What follows belongs to an exercise in optimizing a design on an open flow for small area, a short achievable clock period and few clock cycles; a production flow would make more cautious choices.
Only simulation tests tie the RTL to the original design; equivalence was not proved.
Power figures rest on the tool's default switching activity, not on a simulated workload.

// CHIP
module CHIP (	clk,
				rst_n,
				mem_read_D,
				mem_write_D,
				mem_addr_D,
				mem_wdata_D,
				mem_rdata_D,
				mem_ready_D,
				mem_read_I,
				mem_write_I,
				mem_addr_I,
				mem_wdata_I,
				mem_rdata_I,
				mem_ready_I,
				DCACHE_addr,
				DCACHE_wdata,
				DCACHE_wen
			);
	input			clk, rst_n;
	output			mem_read_D;
	output			mem_write_D;
	output	[31:4]	mem_addr_D;
	output	[127:0]	mem_wdata_D;
	input	[127:0]	mem_rdata_D;
	input			mem_ready_D;
	output			mem_read_I;
	output			mem_write_I;
	output	[31:4]	mem_addr_I;
	output	[127:0]	mem_wdata_I;
	input	[127:0]	mem_rdata_I;
	input			mem_ready_I;
	output	[29:0]	DCACHE_addr;
	output	[31:0]	DCACHE_wdata;
	output			DCACHE_wen;
	integer i, n;
	function [31:0] bswap;
		input [31:0] w;
		bswap = {w[7:0], w[15:8], w[23:16], w[31:24]};
	endfunction
	function [27:0] pdec;
		input [31:0] w;
		reg [2:0] t;
		begin
			case (w[6:0])
				7'b0110011: t = 3'd0;
				7'b0010011: t = 3'd1;
				7'b0000011: t = 3'd2;
				7'b0100011: t = 3'd3;
				7'b1100011: t = 3'd4;
				7'b1101111: t = 3'd5;
				7'b1100111: t = 3'd6;
				default:    t = 3'd7;
			endcase
			pdec = {w[31:7], t};
		end
	endfunction
	function [27:0] wsel;
		input [111:0] l;
		input [1:0] w;
		case (w)
			2'd0: wsel = l[27:0];
			2'd1: wsel = l[55:28];
			2'd2: wsel = l[83:56];
			default: wsel = l[111:84];
		endcase
	endfunction
	function [31:0] rev32;
		input [31:0] x;
		integer b;
		for (b = 0; b < 32; b = b + 1) rev32[b] = x[31-b];
	endfunction
	reg  [29:0] pc;                  
	reg         id_v;
	reg  [29:0] id_pc;
	reg  [27:0] id_c;
	reg  [1:0]  id_bc;               
	reg         id_bp;               
	reg         ex_v;
	reg  [31:0] ex_a, ex_b;
	reg  [31:0] ex_bop;              
	reg  [29:0] ex_aux;              
	reg  [4:0]  ex_rd;
	reg  [3:0]  ex_bidx;
	reg         ex_wr, ex_ld, ex_st, ex_br, ex_bne, ex_pred, ex_jr;
	reg         ex_fa_m, ex_fb_m, ex_fbop_m, ex_subm;
	reg         ex_add, ex_sub, ex_slt, ex_xor, ex_or, ex_and, ex_sll, ex_srl, ex_sra, ex_link;
	reg         mem_v;
	reg  [31:0] mem_res, mem_sd;
	reg  [4:0]  mem_rd;
  ...
==> flow/config.mk <==
export PLATFORM = sky130hd
export DESIGN_NAME = CHIP
export DESIGN_NICKNAME = CHIP
export VERILOG_FILES = /design/flow/design.v
export SDC_FILE = /design/flow/constraint.sdc
export NUM_CORES = 8
export LEC_CHECK = 0
export CAP_MARGIN = 30
export CORE_MARGIN = 2
export CORE_UTILIZATION = 60
export CTS_CLUSTER_DIAMETER = 100
export CTS_CLUSTER_SIZE = 25
export SLEW_MARGIN = 30
export TNS_END_PERCENT = 5
==> flow/constraint.sdc <==
create_clock -name core_clock -period 11.0 [get_ports {clk}]
set_input_delay 2.2000 -clock core_clock [delete_from_list [all_inputs] [get_ports {clk}]]
set_output_delay 2.2000 -clock core_clock [all_outputs]
set_load 0.01 [all_outputs]
standard.sh (not shown) runs the stock make flow with config.mk's settings and CLKGATE_MAP_FILE= SYNTH_SCRIPT=/design/flow/synth_recipe.tcl, a recipe that flattens the netlist after the stock synthesis.
==> flow/flow/run.sh <==
#!/bin/bash
set -uo pipefail
bash standard.sh SETUP_SLACK_MARGIN=7 finish > standard_make.log 2>&1
Testbench counts at the start, summed over its fixed seeds: cycles 152,651.
Change:
==> flow/flow/run.sh (replaced) <==
#!/bin/bash
set -uo pipefail
bash standard.sh SETUP_SLACK_MARGIN=6.8 finish > standard_make.log 2>&1
=> The changed run completed with no timing, DRC or antenna violations. Die area does not change. Count of clock-buffer cells in the layout is unchanged. Cell area is lower by 1.8%. Worst setup slack loses 440 ps. Total power is lower by 0.78%. Non-clock buffer count is lower by 250. Clock skew hardly moves. Wire length is lower by 2.5%. Via count is lower by 1.8%. Global-route usage is lower by 0.42 points. Hold slack barely changes.
Change:
==> flow/flow/run.sh (replaced) <==
#!/bin/bash
set -uo pipefail
bash standard.sh SETUP_SLACK_MARGIN=7 finish > standard_make.log 2>&1
- CORE_UTILIZATION: 60 -> 55
The changed run completed without violations.
Total power grows by 1.5%.
Via count came out higher by 1.1%.
First-iteration DRC count falls by 1.6%.
Change:
- CORE_UTILIZATION: 55 -> 60
- TNS_END_PERCENT: 5 -> 0
Effect: Power drops by 1.9%. Worst hold slack degrades by 8.2 ps. Clock power hardly moves. First-iteration DRC count rose by 1.1%. Utilization goes up by 3.7 points. Die area is lower by 8.3%. Count of clock-buffer cells in the layout drops by 6. Sequential share of layout area grows by 1.7 points. Fmax falls by 3.8%. Sequential cell count does not change. Critical path depth shrinks by 8.

## afterwards: timing with drivers on the ports
The flow's constraints put no driver on any port. The routed layouts listed below were extracted and timed again, unchanged, in two steps.
Step 1 sets driving cells, clkbuf_16 on the clock port and buf_2 on the other inputs (assumed; they add their load-dependent delay and slew).
Step 2 adds t to the input delays and takes it off the output delays; t is the mean of the earliest and latest rising clock arrival at the registers after step 1. Input paths then give back, and output paths get back, about the clock's delay inside the block.
Slacks: no drivers / after step 1 / after step 2; pairs: no drivers / after step 1.
| run | t, ns | setup WS [ns] | clock arrival spread, ns | pins driven straight from the clock port |
|---|---|---|---|---|
| the first run | 1.111 | 6.694 / 6.577 / 5.704 | 0.091 / 0.090 | 1 |
| the second run | 1.110 | 6.256 / 6.344 / 5.234 | 0.087 / 0.087 | 1 |
| the third run | 1.150 | 6.575 / 6.575 / 5.811 | 0.074 / 0.074 | 1 |
| the fourth run | 1.109 | 6.401 / 6.386 / 5.389 | 0.091 / 0.092 | 1 |
After both steps every run listed still meets setup and hold. For the second run, which loses most, drivers alone change the setup slack by +0.088 ns; drivers and shift together by -1.022 ns.
